From an optimization exercise on the open Yosys and OpenROAD flow, aimed at small area; shortcuts taken in it are not production practice. Only simulation tests tie the RTL to the original design; equivalence was not proved.

### design/flow/config.mk
export PLATFORM = sky130hd
export DESIGN_NAME = CORDIC_Rotation_top
export DESIGN_NICKNAME = CORDIC_Rotation_top
export VERILOG_FILES = /design/flow/design.v
export SDC_FILE = /design/flow/constraint.sdc
export NUM_CORES = 4
export LEC_CHECK = 0
export CAP_MARGIN = 20
export CORE_MARGIN = 2
export CORE_UTILIZATION = 85
export CTS_BUF_LIST = sky130_fd_sc_hd__clkbuf_8
export CTS_CLUSTER_DIAMETER = 70
export CTS_CLUSTER_SIZE = 16
export PLACE_DENSITY = 0.92
export SLEW_MARGIN = 20
export SYNTH_HIERARCHICAL = 1
### design/flow/standard.sh
#!/bin/bash
# synth_recipe.tcl (not shown) runs the flow's synth.tcl, then flattens the netlist and writes it again
# the make line also repeats each setting of config.mk as NAME=value (left out here)
make -C /OpenROAD-flow-scripts/flow DESIGN_CONFIG=/design/flow/config.mk WORK_HOME=/design/flow/orfs CLKGATE_MAP_FILE= SYNTH_SCRIPT=/design/flow/synth_recipe.tcl "${@:-finish}"
### design/flow/flow/run.sh
#!/bin/bash
set -o pipefail
CTS="-sink_clustering_enable -repair_clock_nets -sink_clustering_size 16 -sink_clustering_max_diameter 70 -buf_list sky130_fd_sc_hd__clkbuf_8 -dont_use_dummy_load"
bash standard.sh \
    BUFFER_PORTS_ARGS="-buffer_cell sky130_fd_sc_hd__buf_1" \
    CTS_ARGS="$CTS" \
    RECOVER_POWER=100 \
    POST_GLOBAL_ROUTE_TCL="$PWD/flow/post_grt.tcl" \
    finish > standard_flow.log 2>&1
### design/flow/flow/post_grt.tcl
# After the power recovery at the end of global routing: repair max slew / max capacitance /
# fanout again (the recovery may have downsized drivers of high-fanout nets such as the
# reset), then re-route the changed nets and rewrite the route guides.
global_route -start_incremental
repair_design_helper
detailed_placement
global_route -end_incremental
estimate_parasitics -global_routing
write_guides $::env(RESULTS_DIR)/route.guide
### design/flow/design.v
module quad_chk (
        input  [15:0] x_in,
        input  [15:0] y_in,
        input         neg,
        output [15:0] x_out,
        output [15:0] y_out
    );
    assign x_out = neg ? (~x_in + 16'd1) : x_in;
    assign y_out = neg ? (~y_in + 16'd1) : y_in;
endmodule
module fa_cell (
        input  a,
        input  b,
        input  c,
        output s,
        output co
    );
    assign s  = a ^ b ^ c;
    assign co = (a & b) | (c & (a ^ b));
endmodule
module micro_rot_gen (
        input  [15:1] asign,
        input  [15:1] am,
        input  [15:1] dir_in,
        output [15:1] dirs
    );
    assign dirs = asign ^ (~am & dir_in);
endmodule
module rot_block_first_stage (
        input  [15:0] x_in,
        input  [15:0] y_in,
        input         dir,
        output [15:0] x_out,
        output [15:0] y_out
    );
    wire [15:0] bx = y_in ^ {16{dir}};
    wire [15:0] by = x_in ^ {16{~dir}};
    wire [16:0] cx, cy;
    assign x_out[0] = x_in[0] ^ y_in[0];
    assign y_out[0] = y_in[0] ^ x_in[0];
    assign cx[1] = dir ? (x_in[0] | ~y_in[0]) : (x_in[0] & y_in[0]);
    assign cy[1] = dir ? (y_in[0] & x_in[0]) : (y_in[0] | ~x_in[0]);
    genvar j;
    generate
        for (j = 1; j < 16; j = j + 1) begin : bitj
            fa_cell fx (.a(x_in[j]), .b(bx[j]), .c(cx[j]), .s(x_out[j]), .co(cx[j+1]));
            fa_cell fy (.a(y_in[j]), .b(by[j]), .c(cy[j]), .s(y_out[j]), .co(cy[j+1]));
        end
    endgenerate
endmodule
module rot_block #(
        parameter W  = 22,
        parameter SH = 1,
        parameter LI = 0,
        parameter LO = 0
    ) (
        input  [W-1:LI] x_in,
        input  [W-1:LI] y_in,
        input           dir,
        output [W-1:LO] x_out,
        output [W-1:LO] y_out
    );
    localparam M = W - 1 - SH;
    localparam R = SH + 1;
    localparam L = (R >= 3) ? (R + 1) / 2 : 0;
    wire [W-1:0] xf, yf;
    generate
        if (LI > 0) begin : zx
            assign xf = {x_in, {LI{1'b0}}};
            assign yf = {y_in, {LI{1'b0}}};
        end else begin : nz
            assign xf = x_in;
            assign yf = y_in;
        end
    endgenerate
    wire [2*W-1:0] av = {yf, xf};
    wire [2*W-1:0] tv = {{{SH{xf[W-1]}}, xf[W-1:SH]}, {{SH{yf[W-1]}}, yf[W-1:SH]}};
    wire [1:0]     dv = {~dir, dir};
    wire [2*W-1:0]  sv;
    assign x_out = sv[W-1+0*W -: W-LO] ;
    assign y_out = sv[W-1+1*W -: W-LO] ;
    genvar n, j;
    generate
        for (n = 0; n < 2; n = n + 1) begin : lane
            wire [W-1:0] a = av[n*W +: W];
            wire [W-1:0] t = tv[n*W +: W];
            wire         d = dv[n];
            wire [W-1:0] b = t ^ {W{d}};
            wire [W:0]   c;
            wire [W-1:0] s;
            assign s[LO]   = a[LO] ^ t[LO];
            assign c[LO+1] = d ? (a[LO] | ~t[LO]) : (a[LO] & t[LO]);
            for (j = LO + 1; j < W; j = j + 1) begin : bitj
                wire cj;
                if (L > 0 && j == M + L) begin : skip
                    wire e = b[M];
                    assign cj = (c[M] & ((&a[M+L-1:M]) | e)) | (e & (|a[M+L-1:M]));
                end else begin : rip
                    assign cj = c[j];
                end
                if (j == W - 1 || (L > 0 && j == M + L - 1)) begin : sumonly
                    assign s[j] = a[j] ^ b[j] ^ cj;
                    assign c[j+1] = 1'b0;
                end else if (j < LI) begin : half
                    ha_cell h (.a(b[j]), .b(cj), .s(s[j]), .co(c[j+1]));
                end else begin : full
                    fa_cell f (.a(a[j]), .b(b[j]), .c(cj), .s(s[j]), .co(c[j+1]));
                end
            end
            assign sv[n*W+LO +: W-LO] = s[W-1:LO];
            if (LO > 0) begin : low
                assign s[LO-1:0] = {LO{1'b0}};
                assign sv[n*W +: LO] = {LO{1'b0}};
            end
        end
    endgenerate
endmodule
module rot_block_last_stage #(
        parameter WI = 14,
        parameter WO = 14,
        parameter [15:0] ATAN = 16'h0
    ) (
        input  [WI-1:0] r_in,
        output [WO-1:0] r_out
    );
    wire [WO-1:0] ri = r_in[WO-1:0];
    wire [WO-1:0] at = ATAN[WO-1:0];
    assign r_out = r_in[WI-1] ? ri + at : ri - at;
endmodule
module output_scale (
        input  [21:1] x_in,
        input  [21:1] y_in,
        output [15:0] x_out,
        output [15:0] y_out
    );
    wire xw_n21 = ~x_in[21];
    wire xw1 = ~x_in[8];
    wire xw2 = x_in[8];
    wire xw3 = ~x_in[9];
    wire xw4 = x_in[9];
    wire xw5, xw6;
    fa_cell u_xw5 (.a(x_in[1]), .b(x_in[4]), .c(x_in[5]), .s(xw5), .co(xw6));
    wire xw7, xw8;
    ha_cell u_xw7 (.a(x_in[7]), .b(x_in[8]), .s(xw7), .co(xw8));
    wire xw9, xw10;
    fa_cell u_xw9 (.a(x_in[2]), .b(x_in[5]), .c(x_in[6]), .s(xw9), .co(xw10));
    wire xw11, xw12;
    fa_cell u_xw11 (.a(x_in[8]), .b(x_in[9]), .c(x_in[11]), .s(xw11), .co(xw12));
    wire xw13, xw14;
    ha_cell u_xw13 (.a(x_in[12]), .b(x_in[13]), .s(xw13), .co(xw14));
    wire xw15, xw16;
    fa_cell u_xw15 (.a(x_in[3]), .b(x_in[6]), .c(x_in[7]), .s(xw15), .co(xw16));
    wire xw17, xw18;
    fa_cell u_xw17 (.a(x_in[9]), .b(x_in[10]), .c(x_in[12]), .s(xw17), .co(xw18));
    wire xw19, xw20;
    fa_cell u_xw19 (.a(x_in[13]), .b(x_in[14]), .c(x_in[16]), .s(xw19), .co(xw20));
    wire xw21, xw22;
    fa_cell u_xw21 (.a(x_in[4]), .b(x_in[7]), .c(x_in[8]), .s(xw21), .co(xw22));
    wire xw23, xw24;
    fa_cell u_xw23 (.a(x_in[10]), .b(x_in[11]), .c(x_in[13]), .s(xw23), .co(xw24));
    wire xw25, xw26;
    fa_cell u_xw25 (.a(x_in[14]), .b(x_in[15]), .c(x_in[17]), .s(xw25), .co(xw26));
    wire xw27, xw28;
    fa_cell u_xw27 (.a(x_in[5]), .b(x_in[8]), .c(x_in[9]), .s(xw27), .co(xw28));
    wire xw29, xw30;
    fa_cell u_xw29 (.a(x_in[11]), .b(x_in[12]), .c(x_in[14]), .s(xw29), .co(xw30));
    wire xw31, xw32;
    fa_cell u_xw31 (.a(x_in[15]), .b(x_in[16]), .c(x_in[18]), .s(xw31), .co(xw32));
    wire xw33, xw34;
    fa_cell u_xw33 (.a(x_in[6]), .b(x_in[9]), .c(x_in[10]), .s(xw33), .co(xw34));
    wire xw35, xw36;
    fa_cell u_xw35 (.a(x_in[12]), .b(x_in[13]), .c(x_in[15]), .s(xw35), .co(xw36));
    wire xw37, xw38;
    fa_cell u_xw37 (.a(x_in[16]), .b(x_in[17]), .c(x_in[19]), .s(xw37), .co(xw38));
    wire xw39, xw40;
    fa_cell u_xw39 (.a(x_in[7]), .b(x_in[10]), .c(x_in[11]), .s(xw39), .co(xw40));
    wire xw41, xw42;
    fa_cell u_xw41 (.a(x_in[13]), .b(x_in[14]), .c(x_in[16]), .s(xw41), .co(xw42));
    wire xw43, xw44;
    fa_cell u_xw43 (.a(x_in[17]), .b(x_in[18]), .c(x_in[20]), .s(xw43), .co(xw44));
    wire xw45, xw46;
    fa_cell u_xw45 (.a(x_in[11]), .b(x_in[12]), .c(x_in[14]), .s(xw45), .co(xw46));
    wire xw47, xw48;
    fa_cell u_xw47 (.a(x_in[15]), .b(x_in[17]), .c(x_in[18]), .s(xw47), .co(xw48));
    wire xw49, xw50;
    fa_cell u_xw49 (.a(x_in[19]), .b(xw_n21), .c(xw1), .s(xw49), .co(xw50));
    wire xw51, xw52;
    fa_cell u_xw51 (.a(x_in[12]), .b(x_in[13]), .c(x_in[15]), .s(xw51), .co(xw52));
    wire xw53, xw54;
    fa_cell u_xw53 (.a(x_in[16]), .b(x_in[18]), .c(x_in[19]), .s(xw53), .co(xw54));
    wire xw55, xw56;
    fa_cell u_xw55 (.a(x_in[20]), .b(xw3), .c(xw2), .s(xw55), .co(xw56));
    wire xw57, xw58;
    fa_cell u_xw57 (.a(x_in[10]), .b(x_in[13]), .c(x_in[14]), .s(xw57), .co(xw58));
    wire xw59, xw60;
    fa_cell u_xw59 (.a(x_in[16]), .b(x_in[17]), .c(x_in[19]), .s(xw59), .co(xw60));
    wire xw61, xw62;
    fa_cell u_xw61 (.a(x_in[20]), .b(xw_n21), .c(xw4), .s(xw61), .co(xw62));
    wire xw63, xw64;
    fa_cell u_xw63 (.a(x_in[11]), .b(x_in[14]), .c(x_in[15]), .s(xw63), .co(xw64));
    wire xw65, xw66;
    fa_cell u_xw65 (.a(x_in[17]), .b(x_in[18]), .c(x_in[20]), .s(xw65), .co(xw66));
    wire xw67, xw68;
    fa_cell u_xw67 (.a(x_in[12]), .b(x_in[15]), .c(x_in[16]), .s(xw67), .co(xw68));
    wire xw69 = ~x_in[13];
    wire xw70 = x_in[13];
    wire xw71, xw72;
    fa_cell u_xw71 (.a(x_in[10]), .b(x_in[11]), .c(x_in[12]), .s(xw71), .co(xw72));
    wire xw73, xw74;
    fa_cell u_xw73 (.a(x_in[15]), .b(xw9), .c(xw11), .s(xw73), .co(xw74));
    wire xw75, xw76;
    ha_cell u_xw75 (.a(xw13), .b(xw6), .s(xw75), .co(xw76));
    wire xw77, xw78;
    fa_cell u_xw77 (.a(xw15), .b(xw17), .c(xw19), .s(xw77), .co(xw78));
    wire xw79, xw80;
    fa_cell u_xw79 (.a(xw10), .b(xw12), .c(xw14), .s(xw79), .co(xw80));
    wire xw81, xw82;
    fa_cell u_xw81 (.a(xw21), .b(xw23), .c(xw25), .s(xw81), .co(xw82));
    wire xw83, xw84;
    fa_cell u_xw83 (.a(xw16), .b(xw18), .c(xw20), .s(xw83), .co(xw84));
    wire xw85, xw86;
    fa_cell u_xw85 (.a(xw27), .b(xw29), .c(xw31), .s(xw85), .co(xw86));
    wire xw87, xw88;
    fa_cell u_xw87 (.a(xw22), .b(xw24), .c(xw26), .s(xw87), .co(xw88));
    wire xw89, xw90;
    fa_cell u_xw89 (.a(xw33), .b(xw35), .c(xw37), .s(xw89), .co(xw90));
    wire xw91, xw92;
    fa_cell u_xw91 (.a(xw28), .b(xw30), .c(xw32), .s(xw91), .co(xw92));
    wire xw93, xw94;
    fa_cell u_xw93 (.a(xw39), .b(xw41), .c(xw43), .s(xw93), .co(xw94));
    wire xw95, xw96;
    fa_cell u_xw95 (.a(xw34), .b(xw36), .c(xw38), .s(xw95), .co(xw96));
    wire xw97, xw98;
    fa_cell u_xw97 (.a(xw45), .b(xw47), .c(xw49), .s(xw97), .co(xw98));
    wire xw99, xw100;
    fa_cell u_xw99 (.a(xw40), .b(xw42), .c(xw44), .s(xw99), .co(xw100));
    wire xw101, xw102;
    fa_cell u_xw101 (.a(xw51), .b(xw53), .c(xw55), .s(xw101), .co(xw102));
    wire xw103, xw104;
    fa_cell u_xw103 (.a(xw46), .b(xw48), .c(xw50), .s(xw103), .co(xw104));
    wire xw105, xw106;
    fa_cell u_xw105 (.a(xw57), .b(xw59), .c(xw61), .s(xw105), .co(xw106));
    wire xw107, xw108;
    fa_cell u_xw107 (.a(xw52), .b(xw54), .c(xw56), .s(xw107), .co(xw108));
    wire xw109, xw110;
    fa_cell u_xw109 (.a(xw_n21), .b(xw63), .c(xw65), .s(xw109), .co(xw110));
    wire xw111, xw112;
    fa_cell u_xw111 (.a(xw58), .b(xw60), .c(xw62), .s(xw111), .co(xw112));
    wire xw113, xw114;
    fa_cell u_xw113 (.a(x_in[18]), .b(x_in[19]), .c(xw_n21), .s(xw113), .co(xw114));
    wire xw115, xw116;
    fa_cell u_xw115 (.a(xw67), .b(xw64), .c(xw66), .s(xw115), .co(xw116));
    wire xw117, xw118;
    fa_cell u_xw117 (.a(x_in[16]), .b(x_in[17]), .c(x_in[19]), .s(xw117), .co(xw118));
    wire xw119, xw120;
    fa_cell u_xw119 (.a(x_in[20]), .b(xw69), .c(xw68), .s(xw119), .co(xw120));
    wire xw121, xw122;
    fa_cell u_xw121 (.a(x_in[14]), .b(x_in[17]), .c(x_in[18]), .s(xw121), .co(xw122));
    wire xw123, xw124;
    fa_cell u_xw123 (.a(x_in[20]), .b(xw_n21), .c(xw70), .s(xw123), .co(xw124));
    wire xw125, xw126;
    fa_cell u_xw125 (.a(x_in[15]), .b(x_in[18]), .c(x_in[19]), .s(xw125), .co(xw126));
    wire xw127 = ~x_in[16];
    wire xw128 = x_in[16];
    wire xw129, xw130;
    ha_cell u_xw129 (.a(x_in[14]), .b(xw5), .s(xw129), .co(xw130));
    wire xw131, xw132;
    fa_cell u_xw131 (.a(xw8), .b(xw73), .c(xw75), .s(xw131), .co(xw132));
    wire xw133, xw134;
    fa_cell u_xw133 (.a(xw77), .b(xw79), .c(xw74), .s(xw133), .co(xw134));
    wire xw135, xw136;
    fa_cell u_xw135 (.a(xw81), .b(xw83), .c(xw78), .s(xw135), .co(xw136));
    wire xw137, xw138;
    fa_cell u_xw137 (.a(xw85), .b(xw87), .c(xw82), .s(xw137), .co(xw138));
    wire xw139, xw140;
    fa_cell u_xw139 (.a(xw89), .b(xw91), .c(xw86), .s(xw139), .co(xw140));
    wire xw141, xw142;
    fa_cell u_xw141 (.a(xw93), .b(xw95), .c(xw90), .s(xw141), .co(xw142));
    wire xw143, xw144;
    fa_cell u_xw143 (.a(xw97), .b(xw99), .c(xw94), .s(xw143), .co(xw144));
    wire xw145, xw146;
    fa_cell u_xw145 (.a(xw101), .b(xw103), .c(xw98), .s(xw145), .co(xw146));
    wire xw147, xw148;
    fa_cell u_xw147 (.a(xw105), .b(xw107), .c(xw102), .s(xw147), .co(xw148));
    wire xw149, xw150;
    fa_cell u_xw149 (.a(xw109), .b(xw111), .c(xw106), .s(xw149), .co(xw150));
    wire xw151, xw152;
    fa_cell u_xw151 (.a(xw113), .b(xw115), .c(xw110), .s(xw151), .co(xw152));
    wire xw153, xw154;
    fa_cell u_xw153 (.a(xw117), .b(xw119), .c(xw114), .s(xw153), .co(xw154));
    wire xw155, xw156;
    fa_cell u_xw155 (.a(xw121), .b(xw123), .c(xw118), .s(xw155), .co(xw156));
    wire xw157, xw158;
    fa_cell u_xw157 (.a(xw_n21), .b(xw125), .c(xw122), .s(xw157), .co(xw158));
    wire xw159, xw160;
    fa_cell u_xw159 (.a(x_in[19]), .b(x_in[20]), .c(xw127), .s(xw159), .co(xw160));
    wire xw161, xw162;
    fa_cell u_xw161 (.a(x_in[17]), .b(x_in[20]), .c(xw_n21), .s(xw161), .co(xw162));
    wire xw163, xw164;
    ha_cell u_xw163 (.a(xw7), .b(xw71), .s(xw163), .co(xw164));
    wire xw165, xw166;
    fa_cell u_xw165 (.a(xw72), .b(xw131), .c(xw130), .s(xw165), .co(xw166));
    wire xw167, xw168;
    fa_cell u_xw167 (.a(xw76), .b(xw133), .c(xw132), .s(xw167), .co(xw168));
    wire xw169, xw170;
    fa_cell u_xw169 (.a(xw80), .b(xw135), .c(xw134), .s(xw169), .co(xw170));
    wire xw171, xw172;
    fa_cell u_xw171 (.a(xw84), .b(xw137), .c(xw136), .s(xw171), .co(xw172));
    wire xw173, xw174;
    fa_cell u_xw173 (.a(xw88), .b(xw139), .c(xw138), .s(xw173), .co(xw174));
    wire xw175, xw176;
    fa_cell u_xw175 (.a(xw92), .b(xw141), .c(xw140), .s(xw175), .co(xw176));
    wire xw177, xw178;
    fa_cell u_xw177 (.a(xw96), .b(xw143), .c(xw142), .s(xw177), .co(xw178));
    wire xw179, xw180;
    fa_cell u_xw179 (.a(xw100), .b(xw145), .c(xw144), .s(xw179), .co(xw180));
    wire xw181, xw182;
    fa_cell u_xw181 (.a(xw104), .b(xw147), .c(xw146), .s(xw181), .co(xw182));
    wire xw183, xw184;
    fa_cell u_xw183 (.a(xw108), .b(xw149), .c(xw148), .s(xw183), .co(xw184));
    wire xw185, xw186;
    fa_cell u_xw185 (.a(xw112), .b(xw151), .c(xw150), .s(xw185), .co(xw186));
    wire xw187, xw188;
    fa_cell u_xw187 (.a(xw116), .b(xw153), .c(xw152), .s(xw187), .co(xw188));
    wire xw189, xw190;
    fa_cell u_xw189 (.a(xw120), .b(xw155), .c(xw154), .s(xw189), .co(xw190));
    wire xw191, xw192;
    fa_cell u_xw191 (.a(xw124), .b(xw157), .c(xw156), .s(xw191), .co(xw192));
    wire xw193, xw194;
    fa_cell u_xw193 (.a(xw126), .b(xw159), .c(xw158), .s(xw193), .co(xw194));
    wire xw195, xw196;
    fa_cell u_xw195 (.a(xw128), .b(xw161), .c(xw160), .s(xw195), .co(xw196));
    wire xw197, xw198;
    fa_cell u_xw197 (.a(x_in[18]), .b(xw_n21), .c(xw162), .s(xw197), .co(xw198));
    wire xw199 = ~x_in[19];
    wire xw200 = x_in[19];
    wire xw201 = ~x_in[20];
    wire xw202 = x_in[20];
    wire xw203 = xw129 & xw163;
    wire xw204 = (xw165 & xw164) | (xw203 & (xw165 ^ xw164));
    wire xw205 = (xw167 & xw166) | (xw204 & (xw167 ^ xw166));
    wire xw206 = (xw169 & xw168) | (xw205 & (xw169 ^ xw168));
    wire xw207 = (xw171 & xw170) | (xw206 & (xw171 ^ xw170));
    wire xw208 = (xw173 & xw172) | (xw207 & (xw173 ^ xw172));
    wire xw209, xw210;
    fa_cell u_xw209 (.a(xw175), .b(xw174), .c(xw208), .s(xw209), .co(xw210));
    wire xw211, xw212;
    fa_cell u_xw211 (.a(xw177), .b(xw176), .c(xw210), .s(xw211), .co(xw212));
    wire xw213, xw214;
    fa_cell u_xw213 (.a(xw179), .b(xw178), .c(xw212), .s(xw213), .co(xw214));
    wire xw215, xw216;
    fa_cell u_xw215 (.a(xw181), .b(xw180), .c(xw214), .s(xw215), .co(xw216));
    wire xw217, xw218;
    fa_cell u_xw217 (.a(xw183), .b(xw182), .c(xw216), .s(xw217), .co(xw218));
    wire xw219, xw220;
    fa_cell u_xw219 (.a(xw185), .b(xw184), .c(xw218), .s(xw219), .co(xw220));
    wire xw221, xw222;
    fa_cell u_xw221 (.a(xw187), .b(xw186), .c(xw220), .s(xw221), .co(xw222));
    wire xw223, xw224;
    fa_cell u_xw223 (.a(xw189), .b(xw188), .c(xw222), .s(xw223), .co(xw224));
    wire xw225, xw226;
    fa_cell u_xw225 (.a(xw191), .b(xw190), .c(xw224), .s(xw225), .co(xw226));
    wire xw227, xw228;
    fa_cell u_xw227 (.a(xw193), .b(xw192), .c(xw226), .s(xw227), .co(xw228));
    wire [5:0] xwhi = {1'b1, xw_n21, xw201, xw199, xw197, xw195} + {1'b0, xw202, xw200, xw198, xw196, xw194} + xw228;
    wire yw_n21 = ~y_in[21];
    wire yw1 = ~y_in[8];
    wire yw2 = y_in[8];
    wire yw3 = ~y_in[9];
    wire yw4 = y_in[9];
    wire yw5, yw6;
    fa_cell u_yw5 (.a(y_in[1]), .b(y_in[4]), .c(y_in[5]), .s(yw5), .co(yw6));
    wire yw7, yw8;
    ha_cell u_yw7 (.a(y_in[7]), .b(y_in[8]), .s(yw7), .co(yw8));
    wire yw9, yw10;
    fa_cell u_yw9 (.a(y_in[2]), .b(y_in[5]), .c(y_in[6]), .s(yw9), .co(yw10));
    wire yw11, yw12;
    fa_cell u_yw11 (.a(y_in[8]), .b(y_in[9]), .c(y_in[11]), .s(yw11), .co(yw12));
    wire yw13, yw14;
    ha_cell u_yw13 (.a(y_in[12]), .b(y_in[13]), .s(yw13), .co(yw14));
    wire yw15, yw16;
    fa_cell u_yw15 (.a(y_in[3]), .b(y_in[6]), .c(y_in[7]), .s(yw15), .co(yw16));
    wire yw17, yw18;
    fa_cell u_yw17 (.a(y_in[9]), .b(y_in[10]), .c(y_in[12]), .s(yw17), .co(yw18));
    wire yw19, yw20;
    fa_cell u_yw19 (.a(y_in[13]), .b(y_in[14]), .c(y_in[16]), .s(yw19), .co(yw20));
    wire yw21, yw22;
    fa_cell u_yw21 (.a(y_in[4]), .b(y_in[7]), .c(y_in[8]), .s(yw21), .co(yw22));
    wire yw23, yw24;
    fa_cell u_yw23 (.a(y_in[10]), .b(y_in[11]), .c(y_in[13]), .s(yw23), .co(yw24));
    wire yw25, yw26;
    fa_cell u_yw25 (.a(y_in[14]), .b(y_in[15]), .c(y_in[17]), .s(yw25), .co(yw26));
    wire yw27, yw28;
    fa_cell u_yw27 (.a(y_in[5]), .b(y_in[8]), .c(y_in[9]), .s(yw27), .co(yw28));
    wire yw29, yw30;
    fa_cell u_yw29 (.a(y_in[11]), .b(y_in[12]), .c(y_in[14]), .s(yw29), .co(yw30));
    wire yw31, yw32;
    fa_cell u_yw31 (.a(y_in[15]), .b(y_in[16]), .c(y_in[18]), .s(yw31), .co(yw32));
    wire yw33, yw34;
    fa_cell u_yw33 (.a(y_in[6]), .b(y_in[9]), .c(y_in[10]), .s(yw33), .co(yw34));
    wire yw35, yw36;
    fa_cell u_yw35 (.a(y_in[12]), .b(y_in[13]), .c(y_in[15]), .s(yw35), .co(yw36));
    wire yw37, yw38;
    fa_cell u_yw37 (.a(y_in[16]), .b(y_in[17]), .c(y_in[19]), .s(yw37), .co(yw38));
    wire yw39, yw40;
    fa_cell u_yw39 (.a(y_in[7]), .b(y_in[10]), .c(y_in[11]), .s(yw39), .co(yw40));
    wire yw41, yw42;
    fa_cell u_yw41 (.a(y_in[13]), .b(y_in[14]), .c(y_in[16]), .s(yw41), .co(yw42));
    wire yw43, yw44;
    fa_cell u_yw43 (.a(y_in[17]), .b(y_in[18]), .c(y_in[20]), .s(yw43), .co(yw44));
    wire yw45, yw46;
    fa_cell u_yw45 (.a(y_in[11]), .b(y_in[12]), .c(y_in[14]), .s(yw45), .co(yw46));
    wire yw47, yw48;
    fa_cell u_yw47 (.a(y_in[15]), .b(y_in[17]), .c(y_in[18]), .s(yw47), .co(yw48));
    wire yw49, yw50;
    fa_cell u_yw49 (.a(y_in[19]), .b(yw_n21), .c(yw1), .s(yw49), .co(yw50));
    wire yw51, yw52;
    fa_cell u_yw51 (.a(y_in[12]), .b(y_in[13]), .c(y_in[15]), .s(yw51), .co(yw52));
    wire yw53, yw54;
    fa_cell u_yw53 (.a(y_in[16]), .b(y_in[18]), .c(y_in[19]), .s(yw53), .co(yw54));
    wire yw55, yw56;
    fa_cell u_yw55 (.a(y_in[20]), .b(yw3), .c(yw2), .s(yw55), .co(yw56));
    wire yw57, yw58;
    fa_cell u_yw57 (.a(y_in[10]), .b(y_in[13]), .c(y_in[14]), .s(yw57), .co(yw58));
    wire yw59, yw60;
    fa_cell u_yw59 (.a(y_in[16]), .b(y_in[17]), .c(y_in[19]), .s(yw59), .co(yw60));
    wire yw61, yw62;
    fa_cell u_yw61 (.a(y_in[20]), .b(yw_n21), .c(yw4), .s(yw61), .co(yw62));
    wire yw63, yw64;
    fa_cell u_yw63 (.a(y_in[11]), .b(y_in[14]), .c(y_in[15]), .s(yw63), .co(yw64));
    wire yw65, yw66;
    fa_cell u_yw65 (.a(y_in[17]), .b(y_in[18]), .c(y_in[20]), .s(yw65), .co(yw66));
    wire yw67, yw68;
    fa_cell u_yw67 (.a(y_in[12]), .b(y_in[15]), .c(y_in[16]), .s(yw67), .co(yw68));
    wire yw69 = ~y_in[13];
    wire yw70 = y_in[13];
    wire yw71, yw72;
    fa_cell u_yw71 (.a(y_in[10]), .b(y_in[11]), .c(y_in[12]), .s(yw71), .co(yw72));
    wire yw73, yw74;
    fa_cell u_yw73 (.a(y_in[15]), .b(yw9), .c(yw11), .s(yw73), .co(yw74));
    wire yw75, yw76;
    ha_cell u_yw75 (.a(yw13), .b(yw6), .s(yw75), .co(yw76));
    wire yw77, yw78;
    fa_cell u_yw77 (.a(yw15), .b(yw17), .c(yw19), .s(yw77), .co(yw78));
    wire yw79, yw80;
    fa_cell u_yw79 (.a(yw10), .b(yw12), .c(yw14), .s(yw79), .co(yw80));
    wire yw81, yw82;
    fa_cell u_yw81 (.a(yw21), .b(yw23), .c(yw25), .s(yw81), .co(yw82));
    wire yw83, yw84;
    fa_cell u_yw83 (.a(yw16), .b(yw18), .c(yw20), .s(yw83), .co(yw84));
    wire yw85, yw86;
    fa_cell u_yw85 (.a(yw27), .b(yw29), .c(yw31), .s(yw85), .co(yw86));
    wire yw87, yw88;
    fa_cell u_yw87 (.a(yw22), .b(yw24), .c(yw26), .s(yw87), .co(yw88));
    wire yw89, yw90;
    fa_cell u_yw89 (.a(yw33), .b(yw35), .c(yw37), .s(yw89), .co(yw90));
    wire yw91, yw92;
    fa_cell u_yw91 (.a(yw28), .b(yw30), .c(yw32), .s(yw91), .co(yw92));
    wire yw93, yw94;
    fa_cell u_yw93 (.a(yw39), .b(yw41), .c(yw43), .s(yw93), .co(yw94));
    wire yw95, yw96;
    fa_cell u_yw95 (.a(yw34), .b(yw36), .c(yw38), .s(yw95), .co(yw96));
    wire yw97, yw98;
    fa_cell u_yw97 (.a(yw45), .b(yw47), .c(yw49), .s(yw97), .co(yw98));
    wire yw99, yw100;
    fa_cell u_yw99 (.a(yw40), .b(yw42), .c(yw44), .s(yw99), .co(yw100));
    wire yw101, yw102;
    fa_cell u_yw101 (.a(yw51), .b(yw53), .c(yw55), .s(yw101), .co(yw102));
    wire yw103, yw104;
    fa_cell u_yw103 (.a(yw46), .b(yw48), .c(yw50), .s(yw103), .co(yw104));
    wire yw105, yw106;
    fa_cell u_yw105 (.a(yw57), .b(yw59), .c(yw61), .s(yw105), .co(yw106));
    wire yw107, yw108;
    fa_cell u_yw107 (.a(yw52), .b(yw54), .c(yw56), .s(yw107), .co(yw108));
    wire yw109, yw110;
    fa_cell u_yw109 (.a(yw_n21), .b(yw63), .c(yw65), .s(yw109), .co(yw110));
    wire yw111, yw112;
    fa_cell u_yw111 (.a(yw58), .b(yw60), .c(yw62), .s(yw111), .co(yw112));
    wire yw113, yw114;
    fa_cell u_yw113 (.a(y_in[18]), .b(y_in[19]), .c(yw_n21), .s(yw113), .co(yw114));
    wire yw115, yw116;
    fa_cell u_yw115 (.a(yw67), .b(yw64), .c(yw66), .s(yw115), .co(yw116));
    wire yw117, yw118;
    fa_cell u_yw117 (.a(y_in[16]), .b(y_in[17]), .c(y_in[19]), .s(yw117), .co(yw118));
    wire yw119, yw120;
    fa_cell u_yw119 (.a(y_in[20]), .b(yw69), .c(yw68), .s(yw119), .co(yw120));
    wire yw121, yw122;
    fa_cell u_yw121 (.a(y_in[14]), .b(y_in[17]), .c(y_in[18]), .s(yw121), .co(yw122));
    wire yw123, yw124;
    fa_cell u_yw123 (.a(y_in[20]), .b(yw_n21), .c(yw70), .s(yw123), .co(yw124));
    wire yw125, yw126;
    fa_cell u_yw125 (.a(y_in[15]), .b(y_in[18]), .c(y_in[19]), .s(yw125), .co(yw126));
    wire yw127 = ~y_in[16];
    wire yw128 = y_in[16];
    wire yw129, yw130;
    ha_cell u_yw129 (.a(y_in[14]), .b(yw5), .s(yw129), .co(yw130));
    wire yw131, yw132;
    fa_cell u_yw131 (.a(yw8), .b(yw73), .c(yw75), .s(yw131), .co(yw132));
    wire yw133, yw134;
    fa_cell u_yw133 (.a(yw77), .b(yw79), .c(yw74), .s(yw133), .co(yw134));
    wire yw135, yw136;
    fa_cell u_yw135 (.a(yw81), .b(yw83), .c(yw78), .s(yw135), .co(yw136));
    wire yw137, yw138;
    fa_cell u_yw137 (.a(yw85), .b(yw87), .c(yw82), .s(yw137), .co(yw138));
    wire yw139, yw140;
    fa_cell u_yw139 (.a(yw89), .b(yw91), .c(yw86), .s(yw139), .co(yw140));
    wire yw141, yw142;
    fa_cell u_yw141 (.a(yw93), .b(yw95), .c(yw90), .s(yw141), .co(yw142));
    wire yw143, yw144;
    fa_cell u_yw143 (.a(yw97), .b(yw99), .c(yw94), .s(yw143), .co(yw144));
    wire yw145, yw146;
    fa_cell u_yw145 (.a(yw101), .b(yw103), .c(yw98), .s(yw145), .co(yw146));
    wire yw147, yw148;
    fa_cell u_yw147 (.a(yw105), .b(yw107), .c(yw102), .s(yw147), .co(yw148));
    wire yw149, yw150;
    fa_cell u_yw149 (.a(yw109), .b(yw111), .c(yw106), .s(yw149), .co(yw150));
    wire yw151, yw152;
    fa_cell u_yw151 (.a(yw113), .b(yw115), .c(yw110), .s(yw151), .co(yw152));
    wire yw153, yw154;
    fa_cell u_yw153 (.a(yw117), .b(yw119), .c(yw114), .s(yw153), .co(yw154));
    wire yw155, yw156;
    fa_cell u_yw155 (.a(yw121), .b(yw123), .c(yw118), .s(yw155), .co(yw156));
    wire yw157, yw158;
    fa_cell u_yw157 (.a(yw_n21), .b(yw125), .c(yw122), .s(yw157), .co(yw158));
    wire yw159, yw160;
    fa_cell u_yw159 (.a(y_in[19]), .b(y_in[20]), .c(yw127), .s(yw159), .co(yw160));
    wire yw161, yw162;
    fa_cell u_yw161 (.a(y_in[17]), .b(y_in[20]), .c(yw_n21), .s(yw161), .co(yw162));
    wire yw163, yw164;
    ha_cell u_yw163 (.a(yw7), .b(yw71), .s(yw163), .co(yw164));
    wire yw165, yw166;
    fa_cell u_yw165 (.a(yw72), .b(yw131), .c(yw130), .s(yw165), .co(yw166));
    wire yw167, yw168;
    fa_cell u_yw167 (.a(yw76), .b(yw133), .c(yw132), .s(yw167), .co(yw168));
    wire yw169, yw170;
    fa_cell u_yw169 (.a(yw80), .b(yw135), .c(yw134), .s(yw169), .co(yw170));
    wire yw171, yw172;
    fa_cell u_yw171 (.a(yw84), .b(yw137), .c(yw136), .s(yw171), .co(yw172));
    wire yw173, yw174;
    fa_cell u_yw173 (.a(yw88), .b(yw139), .c(yw138), .s(yw173), .co(yw174));
    wire yw175, yw176;
    fa_cell u_yw175 (.a(yw92), .b(yw141), .c(yw140), .s(yw175), .co(yw176));
    wire yw177, yw178;
    fa_cell u_yw177 (.a(yw96), .b(yw143), .c(yw142), .s(yw177), .co(yw178));
    wire yw179, yw180;
    fa_cell u_yw179 (.a(yw100), .b(yw145), .c(yw144), .s(yw179), .co(yw180));
    wire yw181, yw182;
    fa_cell u_yw181 (.a(yw104), .b(yw147), .c(yw146), .s(yw181), .co(yw182));
    wire yw183, yw184;
    fa_cell u_yw183 (.a(yw108), .b(yw149), .c(yw148), .s(yw183), .co(yw184));
    wire yw185, yw186;
    fa_cell u_yw185 (.a(yw112), .b(yw151), .c(yw150), .s(yw185), .co(yw186));
    wire yw187, yw188;
    fa_cell u_yw187 (.a(yw116), .b(yw153), .c(yw152), .s(yw187), .co(yw188));
    wire yw189, yw190;
    fa_cell u_yw189 (.a(yw120), .b(yw155), .c(yw154), .s(yw189), .co(yw190));
    wire yw191, yw192;
    fa_cell u_yw191 (.a(yw124), .b(yw157), .c(yw156), .s(yw191), .co(yw192));
    wire yw193, yw194;
    fa_cell u_yw193 (.a(yw126), .b(yw159), .c(yw158), .s(yw193), .co(yw194));
    wire yw195, yw196;
    fa_cell u_yw195 (.a(yw128), .b(yw161), .c(yw160), .s(yw195), .co(yw196));
    wire yw197, yw198;
    fa_cell u_yw197 (.a(y_in[18]), .b(yw_n21), .c(yw162), .s(yw197), .co(yw198));
    wire yw199 = ~y_in[19];
    wire yw200 = y_in[19];
    wire yw201 = ~y_in[20];
    wire yw202 = y_in[20];
    wire yw203 = yw129 & yw163;
    wire yw204 = (yw165 & yw164) | (yw203 & (yw165 ^ yw164));
    wire yw205 = (yw167 & yw166) | (yw204 & (yw167 ^ yw166));
    wire yw206 = (yw169 & yw168) | (yw205 & (yw169 ^ yw168));
    wire yw207 = (yw171 & yw170) | (yw206 & (yw171 ^ yw170));
    wire yw208 = (yw173 & yw172) | (yw207 & (yw173 ^ yw172));
    wire yw209, yw210;
    fa_cell u_yw209 (.a(yw175), .b(yw174), .c(yw208), .s(yw209), .co(yw210));
    wire yw211, yw212;
    fa_cell u_yw211 (.a(yw177), .b(yw176), .c(yw210), .s(yw211), .co(yw212));
    wire yw213, yw214;
    fa_cell u_yw213 (.a(yw179), .b(yw178), .c(yw212), .s(yw213), .co(yw214));
    wire yw215, yw216;
    fa_cell u_yw215 (.a(yw181), .b(yw180), .c(yw214), .s(yw215), .co(yw216));
    wire yw217, yw218;
    fa_cell u_yw217 (.a(yw183), .b(yw182), .c(yw216), .s(yw217), .co(yw218));
    wire yw219, yw220;
    fa_cell u_yw219 (.a(yw185), .b(yw184), .c(yw218), .s(yw219), .co(yw220));
    wire yw221, yw222;
    fa_cell u_yw221 (.a(yw187), .b(yw186), .c(yw220), .s(yw221), .co(yw222));
    wire yw223, yw224;
    fa_cell u_yw223 (.a(yw189), .b(yw188), .c(yw222), .s(yw223), .co(yw224));
    wire yw225, yw226;
    fa_cell u_yw225 (.a(yw191), .b(yw190), .c(yw224), .s(yw225), .co(yw226));
    wire yw227, yw228;
    fa_cell u_yw227 (.a(yw193), .b(yw192), .c(yw226), .s(yw227), .co(yw228));
    wire [5:0] ywhi = {1'b1, yw_n21, yw201, yw199, yw197, yw195} + {1'b0, yw202, yw200, yw198, yw196, yw194} + yw228;
    assign x_out = {xwhi[5], xwhi[4], xwhi[3], xwhi[2], xwhi[1], xwhi[0], xw227, xw225, xw223, xw221, xw219, xw217, xw215, xw213, xw211, xw209};
    assign y_out = {ywhi[5], ywhi[4], ywhi[3], ywhi[2], ywhi[1], ywhi[0], yw227, yw225, yw223, yw221, yw219, yw217, yw215, yw213, yw211, yw209};
endmodule
module ha_cell (
        input  a,
        input  b,
        output s,
        output co
    );
    assign s  = a ^ b;
    assign co = a & b;
endmodule
module CORDIC_Rotation_top #(
        parameter DATA_WIDTH = 16,
        parameter CORDIC_WIDTH = 22,
        parameter ANGLE_WIDTH = 16,
        parameter CORDIC_STAGES = 16
    ) (
        input clk,
        input nreset,
        input enable_in,
        input angle_microRot_n,
        input signed [DATA_WIDTH-1:0] x_in,
        input signed [DATA_WIDTH-1:0] y_in,
        input signed [ANGLE_WIDTH-1:0] angle_in,
        input [CORDIC_STAGES-1:0] microRot_dir_in,
        input microRot_vld,
        input [1:0] quad_in,
        output signed [DATA_WIDTH-1:0] x_out,
        output signed [DATA_WIDTH-1:0] y_out,
        output output_valid_o,
        output rot_active_o
    );
    localparam W = 22;
    wire [1:0] quad = angle_microRot_n ? angle_in[15:14] : {quad_in[1], quad_in[1] ^ quad_in[0]};
    wire       neg  = quad[1] ^ quad[0];
    wire       dir0 = angle_microRot_n ? angle_in[14] : (microRot_dir_in[0] ^ quad[0]);
    wire [15:0] xq, yq;
    quad_chk qc (.x_in(x_in), .y_in(y_in), .neg(neg), .x_out(xq), .y_out(yq));
    wire [15:0] x1, y1;
    rot_block_first_stage s0 (.x_in(xq), .y_in(yq), .dir(dir0), .x_out(x1), .y_out(y1));
    wire [13:0] r0 = {angle_microRot_n ? ~angle_in[13] : quad[0], angle_in[12:0]};
    reg [16:1] v;
    reg        v17, v18;
    always @(posedge clk or negedge nreset) begin
        if (~nreset) begin
            v   <= 16'd0;
            v17 <= 1'b0;
            v18 <= 1'b0;
        end else begin
            v   <= {v[15:1], enable_in};
            v17 <= v[16];
            v18 <= v17;
        end
    end
    assign rot_active_o   = v[1];
    assign output_valid_o = v18;
    reg [15:1] am;
    always @(posedge clk) am <= {am[14:1], angle_microRot_n};
    localparam [4*14-1:0] WR = {4'd4,4'd4,4'd4,4'd5,4'd6,4'd7,4'd8,4'd9,4'd10,4'd11,4'd12,4'd13,4'd14,4'd14};
    localparam [16*14-1:0] AT = {16'h0001,16'h0002,16'h0005,16'h000A,16'h0014,16'h0028,16'h0051,
                                 16'h00A2,16'h0145,16'h028B,16'h0511,16'h09FB,16'h12E4,16'h2000};
    wire [15:1] asign;
    reg  [13:0] rr0;
    always @(posedge clk) rr0 <= r0;
    wire [14*14-1:0] rv;
    assign rv[13:0] = rr0;
    assign asign[1] = rr0[13];
    genvar i;
    generate
        for (i = 1; i < 14; i = i + 1) begin : res
            localparam WI = WR[4*(i-1) +: 4];
            localparam WO = WR[4*i +: 4];
            wire [WO-1:0] rn;
            rot_block_last_stage #(.WI(WI), .WO(WO), .ATAN(AT[16*i +: 16])) st (
                .r_in(rv[14*(i-1) +: WI]), .r_out(rn)
            );
            reg [WO-1:0] rr;
            always @(posedge clk) rr <= {am[i] ? rn[WO-1] : rv[14*(i-1)+WI-1], rn[WO-2:0]};
            assign rv[14*i +: 14] = {{(14-WO){1'b0}}, rr};
            assign asign[i+1] = rr[WO-1];
        end
    endgenerate
    reg s14;
    always @(posedge clk) s14 <= asign[14];
    assign asign[15] = s14;
    wire [15:0] dirs;
    assign dirs[0] = dir0;
    micro_rot_gen mrg (.asign(asign), .am(am), .dir_in(microRot_dir_in[15:1]), .dirs(dirs[15:1]));
    wire [W*17-1:0] xs, ys;
    reg [15:0] x1r, y1r;
    always @(posedge clk) begin
        x1r <= x1;
        y1r <= {y1[15:1], x1[0]};
    end
    assign xs[W*1 +: W] = {x1r, 6'd0};
    assign ys[W*1 +: W] = {y1r, 6'd0};
    genvar k;
    generate
        for (k = 1; k < 16; k = k + 1) begin : stg
            localparam LI = (k == 1) ? 6 : (k == 2) ? 5 : (k == 3) ? 3 : 0;
            localparam LO = (LI > k) ? LI - k : 0;
            wire [W-1:LO] xn, yn;
            rot_block #(.W(W), .SH(k), .LI(LI), .LO(LO)) rb (
                .x_in(xs[W*k+LI +: W-LI]), .y_in(ys[W*k+LI +: W-LI]), .dir(dirs[k]),
                .x_out(xn), .y_out(yn)
            );
            reg [W-1:LO] xr, yr;
            always @(posedge clk) begin
                xr <= xn;
                yr <= (LO < LI) ? {yn[W-1:LO+1], xn[LO]} : yn;
            end
            if (LO > 0) begin : pad
                assign xs[W*(k+1) +: W] = {xr, {LO{1'b0}}};
                assign ys[W*(k+1) +: W] = {yr, {LO{1'b0}}};
            end else begin : nopad
                assign xs[W*(k+1) +: W] = xr;
                assign ys[W*(k+1) +: W] = yr;
            end
        end
    endgenerate
    wire [15:0] xo, yo;
    output_scale sc (.x_in(xs[W*16+1 +: W-1]), .y_in(ys[W*16+1 +: W-1]), .x_out(xo), .y_out(yo));
    reg [15:0] xor_q, yor_q;
    always @(posedge clk or negedge nreset) begin
        if (~nreset) begin
            xor_q <= 16'd0;
            yor_q <= 16'd0;
        end else if (v[16]) begin
            xor_q <= xo;
            yor_q <= yo;
        end
    end
    assign x_out = xor_q;
    assign y_out = yor_q;
endmodule
### design/flow/constraint.sdc
create_clock -name core_clock -period 10.0 [get_ports {clk}]
set_input_delay 2.0000 -clock core_clock [delete_from_list [all_inputs] [get_ports {clk}]]
set_output_delay 2.0000 -clock core_clock [all_outputs]
set_load 0.01 [all_outputs]
==> flow_summary.json, run 1 <==
{
  "syn_to_final_growth_pct": 3.16,
  "fin_crit_sh_pct": 99.1,
  "first_global_vias": 28900,
  "start_kind": "input pin",
  "setup_viol": 0,
  "maxSlewViolCount": 0,
  "crit_required_ns": 10.58,
  "via_per_inst": 6.30,
  "grt_use_total_pct": 37.9,
  "cts_tree": "built",
  "grt_pass1_wl_um": 159000,
  "clockBufferDepth": 3,
  "drt_iter0_markers": 1776,
  "netlist_area_mm2": 0.0459,
  "crit_path_max_fanout": 6,
  "setup_ws_ns": 0.0877,
  "syn_nets": 4114,
  "totalWireLength_um": 104000,
  "fmax_mhz": 101,
  "design_area_mm2": 0.0473,
  "coreArea_mm2": 0.0536,
  "clock-sinks": 854,
  "cp.arrival_ns": 10.49,
  "ant_nets": 0,
  "dieArea_mm2": 0.0559,
  "synth_area_per_cell_um2": 14.6,
  "ios": 105,
  "h-tree-depth": 3,
  "hold_path.class": "reg -> reg",
  "layout.nets": 4226,
  "clkTransAtPathRegs_ns": 0.10,
  "finClkSkew_ns": 0.0566,
  "tns_ns": 0,
  "post_cts_buffers": 0,
  "die_h_um": 236,
  "dpl_cell_area_mm2": 0.0468,
  "die_w_um": 236,
  "dp_hpwl_um": 71100,
  "portBuffers": 103,
  "route.detailed.drc": 0,
  "initial_utilization_pct": 85.6,
  "slew_headroom_pct": 16.8,
  "drv_cap": 0,
  "final_util_pct": 88.3,
  "slowest_stage": "xnor2_1",
  "dr.pass1.iters": 9,
  "critPathKind": "in -> reg",
  "crit_path_cell_trace": "buf_1 > nand2b_4 > xnor2_1 > o21ai_0 > fa_1 > fa_1 > fa_1 > fa_1 > fa_1 > fa_1 > fa_1 > fa_1 > fa_1 > fa_1 > fa_1 > a31oi_1 > a211oi_1 > fa_1 > fa_1 > fa_1 > fa_1 > xor2_1",
  "instances_no_fill": 3948,
  "synth_warnings": 7,
  "postCtsResizedCells": 0,
  "num_vias": 24900,
  "antenna_found_initial": 1,
  "pre_cts_ws_ns": -0.423,
  "postSynthCellCount": 3141,
  "dp.cells": 3878,
  "place_congestion": 0.892,
  "hold_viol_final": 0,
  "grt_max_degree": 51,
  "worst-slew-pin-transition_ns": 1.24,
  "gr-total-overflow": 0,
  "insertion_delay_ns": 0.69,
  "postCtsHoldBufs": 0,
  "cp_num_buf_inv": 1,
  "clk_root_buffer_cell": "clkbuf_8",
  "wl_per_cell_um": 26.2,
  "cts_buffers": 66,
  "core.rowCount": 85,
  "drive_gt1_share_pct": 6.27,
  "cpLargestDelayFamily": "adder cells",
  "holdWs_ns": 0.271,
  "critPathCaptureType": "flop",
  "slowest_delay_ns": 0.86,
  "period_needed_ns": 9.91,
  "worst_path_most_repeated_cell": "fa_1",
  "outcome": "finished clean"
}
==> layer usage <==
metal  wire [µm]  GRT usage [%]
met5           0              0
met1       34500           43.0
met4        7450           19.4
met3        5300           5.90
met2       56400           69.3
==> sequential cells by signal, summed over array words and instances (netlist names) <==
signal  count
v17         1
am         15
v18         1
y1r        16
stg.xr    318
rr0        14
s14         1
xor_q      16
res.rr    104
yor_q      16
v          16
stg.yr    321
x1r        15
==> cell type report <==
class                           instances  area (µm²)
Multi-Input combinational cell       2116       27300
Timing Repair Buffer                  137         649
Tap cell                              696         871
Inverter                               78         293
Fill cell                            2200        6260
Clock buffer                           66         908
Antenna cell                            1        2.50
Sequential cell                       854       17300
==> path summary, 6_finish.rpt <==
kind | from | endpoint | slack, ns | cells after the start
setup / recovery | microRot_dir_in[9] | stg[9].yr[21]$_DFF_P_ | 0.09 | 22
hold / removal | rr0[0]$_DFF_P_ | res[1].rr[0]$_DFF_P_ | 0.27 | 0
setup reg to reg | stg[15].xr[15]$_DFF_P_ | xor_q[14]$_DFFE_PN0P_ | 0.45 | 26
hold reg to reg | rr0[0]$_DFF_P_ | res[1].rr[0]$_DFF_P_ | 0.27 | 0
max in group asynchronous | nreset | v[16]$_DFF_PN0_ | 8.03 | 2
min in group asynchronous | nreset | xor_q[2]$_DFFE_PN0P_ | 1.49 | 2
==> placed cells by master, fill, tap and decap left out, drive strengths merged, types with 5 or more instances in the layout <==
master    n
nor2b     9
or4      20
ha      106
or3       6
buf     125
nand3    28
o31ai    10
o41ai     7
o211ai    9
and2      6
fa      796
mux2     57
a31oi     9
nor3     13
nand2b   21
a211oi   12
inv      78
dfxtp   804
clkbuf   78
nor2     43
nor4     14
a41oi     5
nand4    23
xor2    285
dfrtp    50
xnor2   366
a21oi    61
nand2    50
a21o     25
o21ai    68
o21a      5
and3     12
==> run 2: changes to the inputs <==
--- a/design/flow/config.mk
+++ b/design/flow/config.mk
@@ -9,3 +9,3 @@
 export CORE_MARGIN = 2
-export CORE_UTILIZATION = 85
+export CORE_UTILIZATION = 75
 export CTS_BUF_LIST = sky130_fd_sc_hd__clkbuf_8
@@ -13,3 +13,5 @@
 export CTS_CLUSTER_SIZE = 16
-export PLACE_DENSITY = 0.92
+export GPL_ROUTABILITY_DRIVEN = 0
+export GPL_TIMING_DRIVEN = 0
+export PLACE_DENSITY = 0.85
 export SLEW_MARGIN = 20
==> flow_summary.json, run 2 <==
{
  "portBuffers": 103,
  "finClkSkew_ns": 0.0461,
  "period_needed_ns": 9.76,
  "wl_per_cell_um": 19.2,
  "pre_cts_ws_ns": -0.518,
  "drive_gt1_share_pct": 7.88,
  "netlist_area_mm2": 0.0459,
  "postCtsResizedCells": 0,
  "cp_num_buf_inv": 3,
  "route.detailed.drc": 0,
  "top_register": "stg.yr",
  "slowest_stage": "fa_1",
  "h-tree-depth": 2,
  "dr.pass1.iters": 5,
  "first_global_vias": 26500,
  "crit_path_max_fanout": 10,
  "cts_tree": "built",
  "r2r_start": "stg[15].yr[16]$_DFF_P_",
  "largest_register_ffs": 321,
  "synth_warnings": 7,
  "crit_cells": 27,
  "holdWs_ns": 0.315,
  "syn_nets": 4114,
  "crit_required_ns": 10.60,
  "synth_area_per_cell_um2": 14.6,
  "clkTransAtPathRegs_ns": 0.10,
  "reg_top3": "stg.yr: 321 flops, stg.xr: 318 flops, res.rr: 104 flops",
  "via_per_inst": 5.58,
  "min_path_cells": 0,
  "coreArea_mm2": 0.0605,
  "dp.cells": 4032,
  "grt_max_degree": 38,
  "initial_utilization_pct": 75.9,
  "syn_to_final_growth_pct": 4.35,
  "start_kind": "input pin",
  "holdCritStartpoint": "v[15]$_DFF_PN0_",
  "postCtsHoldBufs": 0,
  "rr_worst_depth": 26,
  "layout.nets": 4287,
  "hold_path.class": "reg -> reg",
  "worst_r2r_endpoint": "yor_q[14]$_DFFE_PN0P_",
  "outcome": "finished clean",
  "cpLargestDelayFamily": "adder cells",
  "final_common_cell": "dfxtp_1",
  "insertion_delay_ns": 0.72,
  "die_h_um": 251,
  "antenna_found_initial": 1,
  "worst-slew-pin-transition_ns": 0.995,
  "clock-sinks": 854,
  "setup_ws_ns": 0.244,
  "critPathKind": "in -> reg",
  "dp_hpwl_um": 64700,
  "worst_path_most_repeated_cell": "fa_1",
  "totalWireLength_um": 78800,
  "cp.arrival_ns": 10.36,
  "tns_ns": 0,
  "cts_buffers": 61,
  "final_cell_mix": "dfxtp_1 (804), fa_1 (796), xnor2_1 (349), xor2_1 (268), ha_1 (106)",
  "gr-total-overflow": 0,
  "fin_crit_sh_pct": 97.6,
  "clk_root_buffer_cell": "clkbuf_8",
  "grt_pass1_wl_um": 135000,
  "maxSlewViolCount": 0,
  "grt_use_total_pct": 27.0,
  "ant_nets": 0,
  "slowest_delay_ns": 0.43,
  "setup_viol": 0,
  "core.rowCount": 90,
  "dpl_cell_area_mm2": 0.0474,
  "post_cts_buffers": 0,
  "design_area_mm2": 0.0479,
  "dieArea_mm2": 0.0632,
  "die_w_um": 251,
  "reg2reg_slack_ns": 0.72,
  "hold_end": "v[16]$_DFF_PN0_",
  "fmax_mhz": 102,
  "postSynthCellCount": 3141,
  "slew_headroom_pct": 33.6,
  "num_vias": 22900,
  "drt_iter0_markers": 1063,
  "ios": 105,
  "hold_viol_final": 0,
  "drv_cap": 0,
  "clockBufferDepth": 3,
  "critPathCaptureType": "flop",
  "final_util_pct": 79.2,
  "instances_no_fill": 4095
}
-- run 2: worst max path at each step --
| stage | from | endpoint | slack (ns) |
|---|---|---|---|
| 2_1_floorplan | microRot_dir_in[4] | stg[4].yr[19]$_DFF_P_ | 0.06 |
| 3_3_place_gp | microRot_dir_in[4] | stg[4].yr[19]$_DFF_P_ | -0.38 |
| 3_5_place_dp | microRot_dir_in[4] | stg[4].yr[19]$_DFF_P_ | -0.52 |
| 4_1_cts | microRot_dir_in[4] | stg[4].yr[19]$_DFF_P_ | 0.28 |
| 6_report | microRot_dir_in[3] | stg[3].yr[21]$_DFF_P_ | 0.24 |
-- run 2: layout make-up --
cell class                 count  area, µm²
multi-input combinational   2116      27300
buffer                        93        706
clock buffer                  61        840
tap                          782        978
sequential                   854      17300
fill                        3391      12600
timing repair buffer         110        464
inverter                      78        293
antenna                        1       2.50
-- run 2: routing by layer --
metal / part of all wire, % / up-vias / GRT usage [%]
met1: 39 / 12000 / 33.2
met3: 2.5 / 143 / 2.92
met2: 56 / 339 / 50.9
met4: 2.7 / 0 / 7.13
met5: 0 / - / 0
li1: - / 10400 / -
-- run 2: worst reg2reg max path: stages (launching register included) --
cell and delay [ns]:
dfxtp_1 0.84, fa_1 0.56, fa_1 0.49, fa_1 0.64
fa_1 0.47, ha_1 0.34, a21o_1 0.18, a31oi_1 0.15
o21ai_0 0.15, fa_1 0.43, fa_1 0.39, fa_1 0.39
fa_1 0.40, fa_1 0.40, fa_1 0.38, fa_1 0.39
fa_1 0.40, fa_1 0.38, fa_1 0.37, inv_1 0.08
fa_1 0.18, inv_1 0.06, fa_1 0.41, a21o_1 0.18
a21oi_1 0.17, xnor2_1 0.09, mux2_4 0.26
==> run 3: changes to the inputs <==
--- a/design/flow/config.mk
+++ b/design/flow/config.mk
@@ -13,4 +13,2 @@
 export CTS_CLUSTER_SIZE = 16
-export GPL_ROUTABILITY_DRIVEN = 0
-export GPL_TIMING_DRIVEN = 0
 export PLACE_DENSITY = 0.85
==> flow_summary.json, run 3 <==
{
  "critPathCaptureType": "flop",
  "postSynthCellCount": 3141,
  "coreArea_mm2": 0.0605,
  "gr-total-overflow": 0,
  "route.detailed.drc": 0,
  "rr_worst_depth": 26,
  "dieArea_mm2": 0.0632,
  "crit_required_ns": 10.56,
  "start_kind": "input pin",
  "netlist_area_mm2": 0.0459,
  "grt_use_total_pct": 26.6,
  "portBuffers": 103,
  "period_needed_ns": 9.71,
  "design_area_mm2": 0.0474,
  "layout.nets": 4225,
  "core.rowCount": 90,
  "crit_path_max_fanout": 7,
  "die_w_um": 251,
  "top_register": "stg.yr",
  "setup_viol": 0,
  "fmax_mhz": 103,
  "grt_pass1_wl_um": 132000,
  "postCtsHoldBufs": 0,
  "h-tree-depth": 2,
  "finClkSkew_ns": 0.0368,
  "die_h_um": 251,
  "totalWireLength_um": 78100,
  "clk_root_buffer_cell": "clkbuf_8",
  "clockBufferDepth": 3,
  "place_congestion": 0.896,
  "holdCritStartpoint": "res[5].rr[0]$_DFF_P_",
  "grt_max_degree": 51,
  "initial_utilization_pct": 75.9,
  "worst_r2r_endpoint": "xor_q[14]$_DFFE_PN0P_",
  "num_vias": 22600,
  "final_common_cell": "dfxtp_1",
  "final_cell_mix": "dfxtp_1 (804), fa_1 (796), xnor2_1 (345), xor2_1 (268), ha_1 (106)",
  "dp.cells": 3970,
  "instances_no_fill": 4033,
  "insertion_delay_ns": 0.69,
  "clock-sinks": 854,
  "post_cts_buffers": 0,
  "slew_headroom_pct": 27.8,
  "final_util_pct": 78.4,
  "fillers": 3523,
  "cts_buffers": 60,
  "fin_crit_sh_pct": 97.1,
  "syn_to_final_growth_pct": 3.24,
  "r2r_start": "stg[15].xr[15]$_DFF_P_",
  "synth_area_per_cell_um2": 14.6,
  "critPathKind": "in -> reg",
  "outcome": "finished clean",
  "dr.pass1.iters": 5,
  "first_global_vias": 26300,
  "hold_end": "res[6].rr[0]$_DFF_P_",
  "hold_path.class": "reg -> reg",
  "ios": 105,
  "reg2reg_slack_ns": 0.83,
  "largest_register_ffs": 321,
  "maxSlewViolCount": 0,
  "min_path_cells": 0,
  "wl_per_cell_um": 19.4,
  "postCtsResizedCells": 0,
  "cts_tree": "built",
  "worst-slew-pin-transition_ns": 1.08,
  "via_per_inst": 5.60,
  "hold_viol_final": 0,
  "clkTransAtPathRegs_ns": 0.10,
  "synth_warnings": 7,
  "drt_iter0_markers": 945,
  "antenna_found_initial": 0,
  "drv_cap": 0,
  "ant_nets": 0,
  "dpl_cell_area_mm2": 0.0469,
  "syn_nets": 4114,
  "reg_top3": "stg.yr: 321 flops, stg.xr: 318 flops, res.rr: 104 flops",
  "cp.arrival_ns": 10.27,
  "drive_gt1_share_pct": 6.34,
  "dp_hpwl_um": 64000
}
run 3: routing by layer:
metal	global-route usage [%]	share of wire [%]	up-vias
li1	-	-	10200
met1	32.6	39	11900
met2	50.1	56	340
met3	2.84	2.8	135
met4	7.11	2.8	0
met5	0	0	-
run 3: critical path, cell delays in order:
cell and delay [ns]:
buf_1 0.14, nand2b_4 0.06, xnor2_1 0.54, clkbuf_1 0.42, o21ai_0 0.20, fa_1 0.41, fa_1 0.39, fa_1 0.38
fa_1 0.39, fa_1 0.41, fa_1 0.40, fa_1 0.40, fa_1 0.39, fa_1 0.40, fa_1 0.39, fa_1 0.40
fa_1 0.40, fa_1 0.44, nor4_1 0.22, o2bb2ai_1 0.13, fa_1 0.40, fa_1 0.40, fa_1 0.38, xor2_1 0.17
run 3: area by class of cell:
cell class                 instances  area, µm²  area share, %
multi-input combinational       2116      27300           57.5
sequential                       854      17300           36.6
tap                              782        978           2.07
clock buffer                      60        826           1.74
timing repair buffer             142        672           1.42
inverter                          78        293          0.618
antenna                            1       2.50        0.00528
run 3: worst max-delay path by stage:
stage	start	end	slack (ns)	depth (start not counted)
detailed placement	microRot_dir_in[4]	stg[4].xr[19]$_DFF_P_	-0.36	24
global placement	microRot_dir_in[4]	stg[4].yr[19]$_DFF_P_	-0.18	24
floorplan	microRot_dir_in[4]	stg[4].yr[19]$_DFF_P_	0.06	25
finish	microRot_dir_in[7]	stg[7].yr[21]$_DFF_P_	0.29	24
CTS	microRot_dir_in[4]	stg[4].yr[19]$_DFF_P_	0.39	24
run 3: per-stage QoR:
| step | hold slack (ns) | setup slack, ns | TNS (ns) |
|---|---|---|---|
| floorplan | 0.331 | 0.0597 | 0 |
| global placement | 0.313 | -0.184 | -0.338 |
| detailed placement | 0.314 | -0.363 | -1.74 |
| CTS | 0.338 | 0.390 | 0 |
| finish | 0.334 | 0.292 | 0 |
==> run 4: changes to the inputs <==
==> design/flow/flow/run.sh (replaced) <==
#!/bin/bash
set -o pipefail
CTS="-sink_clustering_enable -repair_clock_nets -sink_clustering_size 20 -sink_clustering_max_diameter 70 -buf_list sky130_fd_sc_hd__clkbuf_8 -dont_use_dummy_load"
bash standard.sh \
    BUFFER_PORTS_ARGS="-buffer_cell sky130_fd_sc_hd__buf_1" \
    CTS_ARGS="$CTS" \
    RECOVER_POWER=100 \
    POST_GLOBAL_ROUTE_TCL="$PWD/flow/post_grt.tcl" \
    finish > standard_flow.log 2>&1
==> flow_summary.json, run 4 <==
{
  "drive_gt1_share_pct": 6.05,
  "slew_headroom_pct": 26.5,
  "fin_crit_sh_pct": 97.4,
  "worst_r2r_endpoint": "yor_q[14]$_DFFE_PN0P_",
  "final_common_cell": "dfxtp_1",
  "postSynthCellCount": 3141,
  "netlist_area_mm2": 0.0459,
  "clock-sinks": 854,
  "grt_pass1_wl_um": 131000,
  "grt_use_total_pct": 26.4,
  "slowest_stage": "xnor2_1",
  "postCtsHoldBufs": 0,
  "reg_top3": "stg.yr: 321 flops, stg.xr: 318 flops, res.rr: 104 flops",
  "r2r_start": "stg[15].yr[15]$_DFF_P_",
  "clockBufferDepth": 3,
  "coreArea_mm2": 0.0605,
  "initial_utilization_pct": 75.9,
  "top_register": "stg.yr",
  "cp.arrival_ns": 10.30,
  "h-tree-depth": 2,
  "route.detailed.drc": 0,
  "critPathCaptureType": "flop",
  "worst-slew-pin-transition_ns": 1.10,
  "grt_max_degree": 51,
  "crit_cells": 24,
  "cts_tree": "built",
  "postCtsResizedCells": 0,
  "finClkSkew_ns": 0.0561,
  "regArea_mm2": 0.0173,
  "portBuffers": 103,
  "place_congestion": 0.896,
  "hold_viol_final": 0,
  "ant_nets": 0,
  "largest_register_ffs": 321,
  "min_path_cells": 0,
  "cts_buffers": 51,
  "post_cts_buffers": 0,
  "crit_end": "stg[7].yr[21]$_DFF_P_",
  "fmax_mhz": 103,
  "slowest_delay_ns": 0.55,
  "die_w_um": 251,
  "holdWs_ns": 0.310,
  "synth_warnings": 7,
  "hold_path.class": "reg -> reg",
  "insertion_delay_ns": 0.69,
  "dr.pass1.iters": 5,
  "crit_path_max_fanout": 7,
  "core.rowCount": 90,
  "multiInputGateArea_mm2": 0.0273,
  "totalWireLength_um": 77500,
  "ios": 105,
  "critPathKind": "in -> reg",
  "syn_nets": 4114,
  "drt_iter0_markers": 984,
  "dp_hpwl_um": 64000,
  "gr-total-overflow": 0,
  "crit_required_ns": 10.56,
  "maxSlewViolCount": 0,
  "rr_worst_depth": 26,
  "clk_root_buffer_cell": "clkbuf_8",
  "reg2reg_slack_ns": 0.82,
  "via_per_inst": 5.59,
  "layout.nets": 4215,
  "cp_num_buf_inv": 2,
  "outcome": "finished clean",
  "dieArea_mm2": 0.0632,
  "start_kind": "input pin",
  "syn_to_final_growth_pct": 2.94,
  "first_global_vias": 26100,
  "antenna_found_initial": 0,
  "worst_path_most_repeated_cell": "fa_1",
  "tns_ns": 0,
  "drv_cap": 0,
  "crit_start": "microRot_dir_in[7]",
  "setup_viol": 0,
  "num_vias": 22500,
  "cpLargestDelayFamily": "adder cells",
  "period_needed_ns": 9.74,
  "clkTransAtPathRegs_ns": 0.12,
  "crit_path_cell_trace": "buf_1 > nand2b_4 > xnor2_1 > clkbuf_1 > o21ai_0 > fa_1 > fa_1 > fa_1 > fa_1 > fa_1 > fa_1 > fa_1 > fa_1 > fa_1 > fa_1 > fa_1 > fa_1 > fa_1 > nor4_1 > o2bb2ai_1 > fa_1 > fa_1 > fa_1 > xor2_1",
  "wl_per_cell_um": 19.3,
  "final_cell_mix": "dfxtp_1 (804), fa_1 (796), xnor2_1 (345), xor2_1 (268), ha_1 (106)",
  "die_h_um": 251,
  "synth_area_per_cell_um2": 14.6,
  "fillers": 3534
}
run 4: changes by cell type in the layout (fill, tap and decap cells not counted), sizes merged:
| cell | change |
|---|---|
| clkbuf | -9 |
| buf | -1 |
run 4: worst min path at each step:
stage,to,from,slack [ns]
2_1_floorplan,v18$_DFF_PN0_,v17$_DFF_PN0_,0.33
3_3_place_gp,res[6].rr[0]$_DFF_P_,res[5].rr[0]$_DFF_P_,0.31
3_5_place_dp,res[6].rr[0]$_DFF_P_,res[5].rr[0]$_DFF_P_,0.31
4_1_cts,v[11]$_DFF_PN0_,v[10]$_DFF_PN0_,0.33
6_report,v[11]$_DFF_PN0_,v[10]$_DFF_PN0_,0.31
run 4: through the flow:
stage / worst slack [ns] / cell area [µm²] / instances / utilization [%]
finish: 0.261 / 47200 / 4023 / 78.1
detailed placement: -0.363 / 46900 / 3970 / 77.6
CTS: 0.396 / 47600 / 4021 / 78.8
global placement: -0.184 / 46900 / 3970 / 77.6
floorplan: 0.0597 / 45900 / 3141 / -
run 4: cell type report:
| class | count | share of cell area (%) |
|---|---|---|
| clock buffer | 51 | 1.49 |
| sequential | 854 | 36.7 |
| tap | 782 | 2.07 |
| inverter | 78 | 0.620 |
| multi-input combinational | 2116 | 57.7 |
| antenna | 1 | 0.00530 |
| timing repair buffer | 141 | 1.40 |
run 4: routing by layer:
metal	vias to the layer above	wire length, µm	global-route usage [%]
li1	10200	-	-
met1	11800	30100	32.1
met2	283	43400	49.8
met3	125	1860	2.85
met4	0	2170	7.43
met5	-	0	0

[separate check: timing with driven ports]
Ports are ideal in the flow. The routed layouts listed here were re-timed in OpenROAD.
Step 1 (the two cells are an assumption about what drives the block):
set clk [get_ports {clk}]
set_driving_cell -lib_cell sky130_fd_sc_hd__clkbuf_16 $clk
set_driving_cell -lib_cell sky130_fd_sc_hd__buf_2 [delete_from_list [all_inputs] $clk]
Step 2 times the ports against the registers' clock, not the clock port: input delays grow and output delays shrink by t, the midpoint of the rising clock arrivals with the driver on.
Three values: ideal ports, drivers, drivers and shift; two values: the first two.
run	t, ns	setup slack, ns	hold slack, ns	worst slew at a driven data input, ns	cell pins on the clock port's net
run 1	0.732	0.088 / 0.117 / -0.615	0.271 / 0.271 / 0.271	0.07	1
run 2	0.752	0.244 / 0.278 / -0.475	0.315 / 0.315 / 0.315	0.05	1
run 3	0.734	0.292 / 0.324 / -0.410	0.334 / 0.334 / 0.334	0.04	1
run 4	0.723	0.261 / 0.292 / -0.430	0.310 / 0.310 / 0.310	0.04	1
Met with ideal ports but missed after step 2: setup timing in every run listed. For run 2, which loses most, drivers alone change the setup slack by +0.034 ns; drivers and shift together by -0.719 ns.
